This is an optimization exercise on Yosys and OpenROAD, whose aim is small area, a short achievable clock period and few clock cycles per item, not a production implementation.
Where RTL was checked, it was by simulation tests only, not by an equivalence proof against the original.
The RTL of run 2 was laid out without a check of its function.
No driver is modelled on the clock port, so clocking that relies on it looks cheaper here than on a real chip.
Power figures rest on the tool's default switching activity, not on a simulated workload.

==> flow/design.v (outline; a module is shown in full before it is edited, if it fits) <==
// module Convolution: 2384 lines
// module fa: 6 lines
// module skm_g: 5 lines
// module skm_t: 5 lines
// module skm_x: 5 lines
// module skm_o00001: 6 lines
// module skm_o00091: 6 lines
// module skm_o00111: 6 lines
// module skm_o00191: 6 lines
// module skm_o11000: 6 lines
// module skm_o11110: 6 lines
// module skm_o11190: 6 lines
// module skm_s0: 5 lines
// module skm_s1: 5 lines
// module wsel: 7 lines
module Convolution(clk, rst_n, in_valid, weight_valid,
  In_IFM_1, In_IFM_2, In_IFM_3, In_IFM_4, In_IFM_5, In_IFM_6, In_IFM_7, In_IFM_8, In_IFM_9,
  In_Weight_1, In_Weight_2, In_Weight_3, In_Weight_4, In_Weight_5, In_Weight_6, In_Weight_7, In_Weight_8, In_Weight_9,
  out_valid, Out_OFM);
  // ...
==> flow/flow/run.sh <==
#!/bin/bash
# Own flow: the standard ORFS flow (standard synthesis, same steps and scripts), with
#  - port buffers of a plain small buffer cell (every input and output port still gets one),
#  - a tighter setup-slack target for the resizer's timing repair (flow/margin.txt),
#  - optionally (flow/post_cts.tcl) a step after clock-tree synthesis that sizes down cells
#    that are faster than needed, keeping the same setup-slack target.
# Each tool's full output goes to flow_orfs.log in this folder; ORFS's per-step logs stay
# under orfs/logs/.
set -euo pipefail
MARGIN=$(cat flow/margin.txt 2>/dev/null || echo 5.0)
export BUFFER_PORTS_ARGS="-buffer_cell sky130_fd_sc_hd__buf_1"
if [[ -f flow/post_cts.tcl ]]; then
  export POST_CTS_TCL=$PWD/flow/post_cts.tcl
fi
export OWN_MARGIN=$MARGIN
bash standard.sh SETUP_SLACK_MARGIN=$MARGIN finish > flow_orfs.log 2>&1
==> flow/flow/margin.txt <==
5.35
==> flow/flow/post_cts.tcl <==
# After clock-tree synthesis and its timing repair: size down cells on paths with more
# setup slack than the target, then legalise the placement again.
estimate_parasitics -placement
repair_timing -recover_power 100 -setup_margin $::env(OWN_MARGIN) -verbose
detailed_placement
check_placement -verbose
==> flow/standard.sh <==
#!/bin/bash
# synth_recipe.tcl (not shown) runs the flow's synth.tcl, then flattens the netlist and writes it again
# the make line also repeats each setting of config.mk as NAME=value (left out here)
make -C /OpenROAD-flow-scripts/flow DESIGN_CONFIG=/design/flow/config.mk WORK_HOME=/design/flow/orfs CLKGATE_MAP_FILE= SYNTH_SCRIPT=/design/flow/synth_recipe.tcl "${@:-finish}"
==> flow/config.mk <==
export PLATFORM = sky130hd
export DESIGN_NAME = Convolution
export DESIGN_NICKNAME = Convolution
export VERILOG_FILES = /design/flow/design.v
export SDC_FILE = /design/flow/constraint.sdc
export NUM_CORES = 8
export LEC_CHECK = 0
export ABC_CLOCK_PERIOD_IN_PS = 2000
export CAP_MARGIN = 20
export CORE_MARGIN = 2
export CORE_UTILIZATION = 60
export CTS_BUF_LIST = sky130_fd_sc_hd__clkbuf_4 sky130_fd_sc_hd__clkbuf_8
export CTS_CLUSTER_DIAMETER = 100
export CTS_CLUSTER_SIZE = 15
export PLACE_DENSITY = 0.7
export SLEW_MARGIN = 20
export SYNTH_HIERARCHICAL = 1
==> flow/constraint.sdc <==
create_clock -name core_clock -period 8.0 [get_ports {clk}]
set_input_delay 1.6000 -clock core_clock [delete_from_list [all_inputs] [get_ports {clk}]]
set_output_delay 1.6000 -clock core_clock [all_outputs]
set_load 0.01 [all_outputs]
==> run notes, run 1 <==
- Post-Synthesis Cells: 1875
- Post-DP Area: 0.0243 mm2
- Largest fanout on the critical path: 1
- CP Cell Sequence: clkbuf_2
- TritonCTS clock tree: done
- Effective utilization at floorplan: 0.606
- Core Area: 0.0407 mm2
- Multi-Input Combinational: 1337
- Reg-to-Reg Start: k1_830
- Setup slack, reg-to-reg: 5.37 ns
- Util after Layout: 0.605
- Clock skew: 0.0321 ns
- Buffers and inverters on the worst path: 1
- Cell depth of the worst hold path: 0
- Non-clk bufs: 170
- Vias/cell: 5.60
- Critical path destination: out_valid
- Clk pwr: 961 uW
- # setup viols final: 0
- Hold Crit Endpoint: k2_1247
- FFs & Latches: 388
- Row count: 74
- Seq pwr share: 0.293
- Antenna violations before repair: 1
- GPL Wtd Cong: 0.962
- CP max stage delay: 0.37 ns
- Status: timing/DRC/antenna clean
- Max-slew headroom: 0.644
- WP depth: 1
- Worst-path clk slew: 0.10 ns
- Met3 usage in global routing: 0.0680
- Inverters: 11
- WHS: 0.338 ns
- CTS sink cnt: 388
- Clk latency of the worst-skew pair: 0.66 ns
Testbench counts, summed over its fixed seeds: cycles 824, items 800.
==> run 2, diff against run 1 <==
--- a/flow/design.v
+++ b/flow/design.v
@@ -1929,69 +1929,83 @@
 fa u_s1231(.a(s1227), .b(c1218), .c(c1220), .s(s1231), .co(c1232));
 wire s1233, c1234;
 fa u_s1233(.a(s1229), .b(c1222), .c(s1231), .s(s1233), .co(c1234));
 wire s1235, c1236;
 fa u_s1235(.a(k1_975), .b(k1_976), .c(c1228), .s(s1235), .co(c1236));
 wire s1237, c1238;
 fa u_s1237(.a(c1230), .b(s1235), .c(c1232), .s(s1237), .co(c1238));
 wire s1239, c1240;
-fa u_s1239(.a(1'b1), .b(k1_802), .c(k1_803), .s(s1239), .co(c1240));
+has u_s1239(.a(k1_802), .b(k1_803), .y(s1239));
+hac u_c1240(.a(k1_802), .b(k1_803), .y(c1240));
 wire s1241, c1242;
-fa u_s1241(.a(1'b1), .b(c1240), .c(s979), .s(s1241), .co(c1242));
+has u_s1241(.a(c1240), .b(s979), .y(s1241));
+hac u_c1242(.a(c1240), .b(s979), .y(c1242));
 wire s1243, c1244;
 fa u_s1243(.a(c980), .b(s985), .c(c1242), .s(s1243), .co(c1244));
 wire s1245, c1246;
-fa u_s1245(.a(1'b1), .b(s997), .c(c1244), .s(s1245), .co(c1246));
+has u_s1245(.a(s997), .b(c1244), .y(s1245));
+hac u_c1246(.a(s997), .b(c1244), .y(c1246));
 wire s1291, c1292;
-fa u_s1291(.a(1'b1), .b(k2_1252), .c(k2_1290), .s(s1291), .co(c1292));
+has u_s1291(.a(k2_1252), .b(k2_1290), .y(s1291));
+hac u_c1292(.a(k2_1252), .b(k2_1290), .y(c1292));
 wire s1293, c1294;
 fa u_s1293(.a(k2_1253), .b(k2_1254), .c(k2_1255), .s(s1293), .co(c1294));
 wire s1295, c1296;
-fa u_s1295(.a(1'b1), .b(k2_1256), .c(k2_1257), .s(s1295), .co(c1296));
+has u_s1295(.a(k2_1256), .b(k2_1257), .y(s1295));
+hac u_c1296(.a(k2_1256), .b(k2_1257), .y(c1296));
 wire s1297, c1298;
 fa u_s1297(.a(k2_1258), .b(k2_1259), .c(k2_1260), .s(s1297), .co(c1298));
 wire s1299, c1300;
 fa u_s1299(.a(k2_1262), .b(k2_1263), .c(k2_1264), .s(s1299), .co(c1300));
 wire s1301, c1302;
 fa u_s1301(.a(k2_1266), .b(k2_1267), .c(k2_1268), .s(s1301), .co(c1302));
 wire s1303, c1304;
 fa u_s1303(.a(k2_1270), .b(k2_1271), .c(k2_1272), .s(s1303), .co(c1304));
 wire s1305, c1306;
 fa u_s1305(.a(k2_1274), .b(k2_1275), .c(k2_1276), .s(s1305), .co(c1306));
 wire s1307, c1308;
 fa u_s1307(.a(k2_1277), .b(k2_1278), .c(k2_1279), .s(s1307), .co(c1308));
 wire s1309, c1310;
-fa u_s1309(.a(1'b1), .b(k2_1281), .c(k2_1282), .s(s1309), .co(c1310));
+has u_s1309(.a(k2_1281), .b(k2_1282), .y(s1309));
+hac u_c1310(.a(k2_1281), .b(k2_1282), .y(c1310));
 wire s1311, c1312;
 fa u_s1311(.a(k2_1283), .b(k2_1284), .c(k2_1285), .s(s1311), .co(c1312));
 wire s1313, c1314;
-fa u_s1313(.a(1'b1), .b(k2_1286), .c(k2_1287), .s(s1313), .co(c1314));
+has u_s1313(.a(k2_1286), .b(k2_1287), .y(s1313));
+hac u_c1314(.a(k2_1286), .b(k2_1287), .y(c1314));
 wire s1315, c1316;
-fa u_s1315(.a(1'b1), .b(k2_1288), .c(k2_1289), .s(s1315), .co(c1316));
+has u_s1315(.a(k2_1288), .b(k2_1289), .y(s1315));
+hac u_c1316(.a(k2_1288), .b(k2_1289), .y(c1316));
 wire s1317, c1318;
-fa u_s1317(.a(1'b1), .b(k2_1261), .c(c1296), .s(s1317), .co(c1318));
+has u_s1317(.a(k2_1261), .b(c1296), .y(s1317));
+hac u_c1318(.a(k2_1261), .b(c1296), .y(c1318));
 wire s1319, c1320;
 fa u_s1319(.a(k2_1265), .b(c1298), .c(s1299), .s(s1319), .co(c1320));
 wire s1321, c1322;
 fa u_s1321(.a(k2_1269), .b(c1300), .c(s1301), .s(s1321), .co(c1322));
 wire s1323, c1324;
 fa u_s1323(.a(k2_1273), .b(c1302), .c(s1303), .s(s1323), .co(c1324));
 wire s1325, c1326;
-fa u_s1325(.a(1'b1), .b(c1304), .c(s1305), .s(s1325), .co(c1326));
+has u_s1325(.a(c1304), .b(s1305), .y(s1325));
+hac u_c1326(.a(c1304), .b(s1305), .y(c1326));
 wire s1327, c1328;
 fa u_s1327(.a(k2_1280), .b(c1306), .c(s1307), .s(s1327), .co(c1328));
 wire s1329, c1330;
-fa u_s1329(.a(1'b1), .b(c1308), .c(s1309), .s(s1329), .co(c1330));
+has u_s1329(.a(s1309), .b(c1308), .y(s1329));
+hac u_c1330(.a(s1309), .b(c1308), .y(c1330));
 wire s1331, c1332;
-fa u_s1331(.a(1'b1), .b(c1310), .c(s1311), .s(s1331), .co(c1332));
+has u_s1331(.a(c1310), .b(s1311), .y(s1331));
+hac u_c1332(.a(c1310), .b(s1311), .y(c1332));
 wire s1333, c1334;
-fa u_s1333(.a(1'b1), .b(c1312), .c(s1313), .s(s1333), .co(c1334));
+has u_s1333(.a(s1313), .b(c1312), .y(s1333));
+hac u_c1334(.a(s1313), .b(c1312), .y(c1334));
 wire s1335, c1336;
-fa u_s1335(.a(1'b1), .b(c1314), .c(s1315), .s(s1335), .co(c1336));
+has u_s1335(.a(c1314), .b(s1315), .y(s1335));
+hac u_c1336(.a(c1314), .b(s1315), .y(c1336));
 always @(posedge clk) begin
   k1_801 <= s7;
   k1_802 <= s25;
   k1_803 <= s27;
   k1_804 <= s53;
   k1_805 <= s55;
   k1_806 <= c28;
   k1_807 <= s57;
@@ -2204,18 +2218,18 @@
   k2_1284 <= s1233;
   k2_1285 <= c1226;
   k2_1286 <= c1234;
   k2_1287 <= s1237;
   k2_1288 <= c1236;
   k2_1289 <= c1238;
   k2_1290 <= c1246;
 end
-wire [13:0] fa_a = {1'b1,c1316,s1335,s1333,s1331,s1329,s1327,s1325,s1323,s1321,s1319,s1297,c1294,c1292};
-wire [13:0] fa_b = {1'b1,c1336,c1334,c1332,c1330,c1328,c1326,c1324,c1322,c1320,c1318,s1317,s1295,s1293};
+wire [13:0] fa_a = {1'b1,c1316,s1335,s1333,s1331,s1329,s1327,s1325,s1323,s1321,s1319,s1297,s1295,c1292};
+wire [13:0] fa_b = {1'b1,c1336,c1334,c1332,c1330,c1328,c1326,c1324,c1322,c1320,c1318,s1317,c1294,s1293};
 wire [13:0] hi;
 wire cg0, cp0;
 skm_g u_cg0(.a(fa_a[0]), .b(fa_b[0]), .y(cg0));
 skm_x u_cp0(.a(fa_a[0]), .b(fa_b[0]), .y(cp0));
 wire ct0;
 skm_t u_ct0(.a(fa_a[0]), .b(fa_b[0]), .y(ct0));
 wire cg1, cp1;
 skm_g u_cg1(.a(fa_a[1]), .b(fa_b[1]), .y(cg1));
@@ -2383,16 +2397,26 @@
 assign Out_OFM = {1'd0, ofm};
 endmodule
 module fa(a, b, c, s, co);
 input a, b, c;
 output s, co;
 assign s = a ^ b ^ c;
 assign co = (a & b) | (a & c) | (b & c);
 endmodule
+module has(a, b, y);
+input a, b;
+output y;
+assign y = ~(a ^ b);
+endmodule
+module hac(a, b, y);
+input a, b;
+output y;
+assign y = a | b;
+endmodule
 module skm_g(a, b, y);
 input a, b;
 output y;
 assign y = ~(a | b);
 endmodule
 module skm_t(a, b, y);
 input a, b;
 output y;
==> flow/config.mk (replaced) <==
export PLATFORM = sky130hd
export DESIGN_NAME = Convolution
export DESIGN_NICKNAME = Convolution
export VERILOG_FILES = /design/flow/design.v
export SDC_FILE = /design/flow/constraint.sdc
export NUM_CORES = 8
export LEC_CHECK = 0
export ABC_CLOCK_PERIOD_IN_PS = 2000
export CAP_MARGIN = 20
export CORE_MARGIN = 2
export CORE_UTILIZATION = 60
export CTS_CLUSTER_DIAMETER = 100
export CTS_CLUSTER_SIZE = 20
export PLACE_DENSITY = 0.7
export SLEW_MARGIN = 20
export SYNTH_HIERARCHICAL = 1
==> run notes, run 2 <==
- End of the worst register-to-register path: k2_1257 (unchanged)
- WP data arrival: 1.04 ns (was 1.14 ns)
- Reg-to-Reg Start: k1_831 (was k1_830)
- GPL Wtd Cong: 0.949 (was 0.962)
- CTS sink cnt: 388 (unchanged)
- Antenna violations before repair: 1 (unchanged)
- Drt total wl: 62.4 mm (was 61.2 mm)
- Cell depth of the worst hold path: 0 (unchanged)
- First-pass GRT wire length: 96.3 mm (was 94.4 mm)
- Fin. Hold Viols: 0 (unchanged)
- Sw frac: 0.433 (was 0.442)
- Pint: 6.23 mW (was 6.16 mW)
- Period utilization: 0.330 (was 0.342)
- Io pins: 170 (unchanged)
- TritonCTS clock tree: done (unchanged)
- Worst Tran Pin Value: 0.550 ns (was 0.533 ns)
- CP max stage cell: dfrtp_1 (unchanged)
- Maximum number of pins on one net before global-route repair: 40 (was 49)
- Required time of the worst setup path: 6.40 ns (about the same)
- Area Growth Syn to Fin: 0.137% (was -0.269%)
- Via count: 14000 (was 13800)
- Critical path startpoint: vld[3] (unchanged)
- GRT Util Overall: 0.316 (was 0.309)
- Share of cells above drive strength 1: 0.0641 (was 0.0593)
- Die width: 207 um (about the same)
- ANT nets after route: 0 (unchanged)
- Die Y: 207 um (about the same)
- N_diodes: 0 (unchanged)
- R2R depth: 5 (unchanged)
- CP max stage delay: 0.36 ns (was 0.37 ns)
- Core Area: 0.0406 mm2 (was 0.0407 mm2)
- Worst-path clk slew: 0.08 ns (was 0.10 ns)
- Routed len/inst: 25.3 um (was 24.8 um)
- CP Cell Sequence: clkbuf_2 (unchanged)
- Fin crit period: 2.64 ns (was 2.74 ns)
- Post-route cell area: 0.0247 mm2 (was 0.0246 mm2)
- DR pass1 iterations: 5 (was 8)
- Final std cells w/o fill: 2467 (was 2470)
- Post-DP Area: 0.0242 mm2 (was 0.0243 mm2)
- Clk latency of the worst-skew pair: 0.56 ns (was 0.66 ns)
- Ys Warns: 7 (unchanged)
- RSZ-0062 raised after global routing: yes (unchanged)
- Effective utilization at floorplan: 0.606 (about the same)
- CP top delay family: flip-flops (unchanged)
- Commonest non-fill, non-tap cell in the layout: nand2_1 (unchanged)
- Setup slack, reg-to-reg: 5.37 ns (about the same)
- DP Cell Count: 2437 (unchanged)
- WP depth: 1 (unchanged)
- Vias/cell: 5.66 (was 5.60)
- Worst VDD drop: 0.000332 V (was 0.000374 V)
- Number of flip-flops under the largest register name: 20 (unchanged)
- Port Buffers: 168 (unchanged)
- Number of global-route vias before repair: 15500 (was 15200)
- Status: timing/DRC/antenna clean (unchanged)
- Switch Pwr: 4.77 mW (was 4.88 mW)
- Setup TNS: 0 ns (unchanged)
- Leakage dissipation: 8.75 nW (was 8.77 nW)
- Most frequent cells in the layout: nand2_1, fa_1, dfxtp_1 (unchanged)
- Mean post-synth cell area: 13.0 um2 (was 13.2 um2)
- F_max: 379 MHz (was 366 MHz)
- Clock skew: 0.0135 ns (was 0.0321 ns)
- Clock share of power: 0.106 (was 0.087)
- # setup viols final: 0 (unchanged)
- Full die area: 0.0427 mm2 (was 0.0428 mm2)
- Post-Syn Area: 0.0246 mm2 (was 0.0247 mm2)
- Max-Cap Viols: 0 (unchanged)
- PD cells: 446 mW/mm2 (was 448 mW/mm2)
- Slew Viols, Final: 0 (unchanged)
- Row count: 74 (unchanged)
- Buffers and inverters on the worst path: 1 (unchanged)
- HPWL after detailed placement: 52.2 mm (was 51.8 mm)
- Grt ovf: 0 (unchanged)
- NumNets Final: 2624 (was 2643)
- 1st-iter DRT viols: 1188 (was 1384)
- Post-Synthesis Cells: 1889 (was 1875)
- Max-slew headroom: 0.629 (was 0.644)
- Crit. End Element: output pin (unchanged)
- Seq pwr share: 0.293 (about the same)
- Largest register by flop count: ofm (unchanged)
- WS Path Type: reg2out (unchanged)
- # DRC: 0 (unchanged)
- Critical path destination: out_valid (unchanged)
- Startpoint Class: flip-flop (unchanged)
- HP Class: reg2reg (unchanged)
- Largest fanout on the critical path: 1 (unchanged)
- Logic pwr share: 0.601 (was 0.620)
## run 2: cell types whose count changed in the layout (fill, tap and decap cells not counted), moves of 14 or more
cell       before  now
clkbuf_16       0   23
clkbuf_2        2   20
clkbuf_8       30    1
conb_1         17    3
mux2_1         67   47
mux2_2          3   20
or2_1           0   14
xnor2_1         5   19
## run 2: power by group through the flow
stage | Sequential (mW) | Clock [mW] | Combinational [mW]
after floorplan | 3.05 | 0 | 4.70
after global placement | 3.24 | 0 | 6.43
after detailed placement | 3.27 | 0 | 6.70
after global routing | 3.29 | 1.26 | 7.52
final | 3.23 | 1.17 | 6.61
## run 2: worst min-delay path by stage
stage	startpoint	to	slack [ns]
after floorplan	k1_801	k2_1247	0.31
after detailed placement	k1_801	k2_1247	0.31
after global placement	k1_801	k2_1247	0.32
final	k1_801	k2_1247	0.33
after global routing	k1_801	k2_1247	0.35
## run 2: through the flow
stage	total power [mW]	hold WS [ns]	worst slack, ns	util
2_1_floorplan	7.76	0.310	5.39	-
3_3_place_gp	9.67	0.316	4.65	0.596
3_5_place_dp	9.96	0.314	4.59	0.596
5_1_grt	12.1	0.354	5.29	0.607
6_report	11.0	0.334	5.36	0.607
## run 2: final cells by class
| type | instances | area, um2 |
|---|---|---|
| Fill cell | 3236 | 16000 |
| Multi-Input combinational cell | 1337 | 14800 |
| Sequential cell | 388 | 7790 |
| Timing Repair Buffer | 171 | 701 |
| Tap cell | 532 | 666 |
| Clock buffer | 26 | 597 |
| Inverter | 11 | 41.3 |
| Clock inverter | 2 | 13.8 |
## run 2: per-layer routing
metal | global-route usage | up-vias | part of all wire
met3 | 0.0722 | 140 | 0.10
met1 | 0.445 | 7295 | 0.40
met4 | 0.141 | 0 | 0.059
met5 | 0 | - | 0
met2 | 0.474 | 813 | 0.44
li1 | - | 5718 | -

## port drivers added, routing unchanged
No port has a modelled driver above. Below, the same layouts with a new extraction and two added sets of constraints.
Step 1 sets driving cells, clkbuf_16 on the clock port and buf_2 on the other inputs (assumed; they add their load-dependent delay and slew).
Step 2 times the ports against the registers' clock, not the clock port: input delays grow and output delays shrink by t, the midpoint of the rising clock arrivals with the driver on.
a / b / c = ideal / step 1 / step 2; a / b = the first two.
run | t (ns) | slack for setup (ns) | hold slack, ns | worst data-port slew with drivers (ns)
run 1 | 0.696 | 5.265 / 5.213 / 5.308 | 0.338 / 0.338 / 0.338 | 0.05
run 2 | 0.607 | 5.362 / 5.307 / 4.987 | 0.334 / 0.334 / 0.334 | 0.04
After both steps setup and hold are still met in every run listed. The setup slack of run 2, which loses most, moves by -0.055 ns with the drivers and by -0.375 ns with both steps.
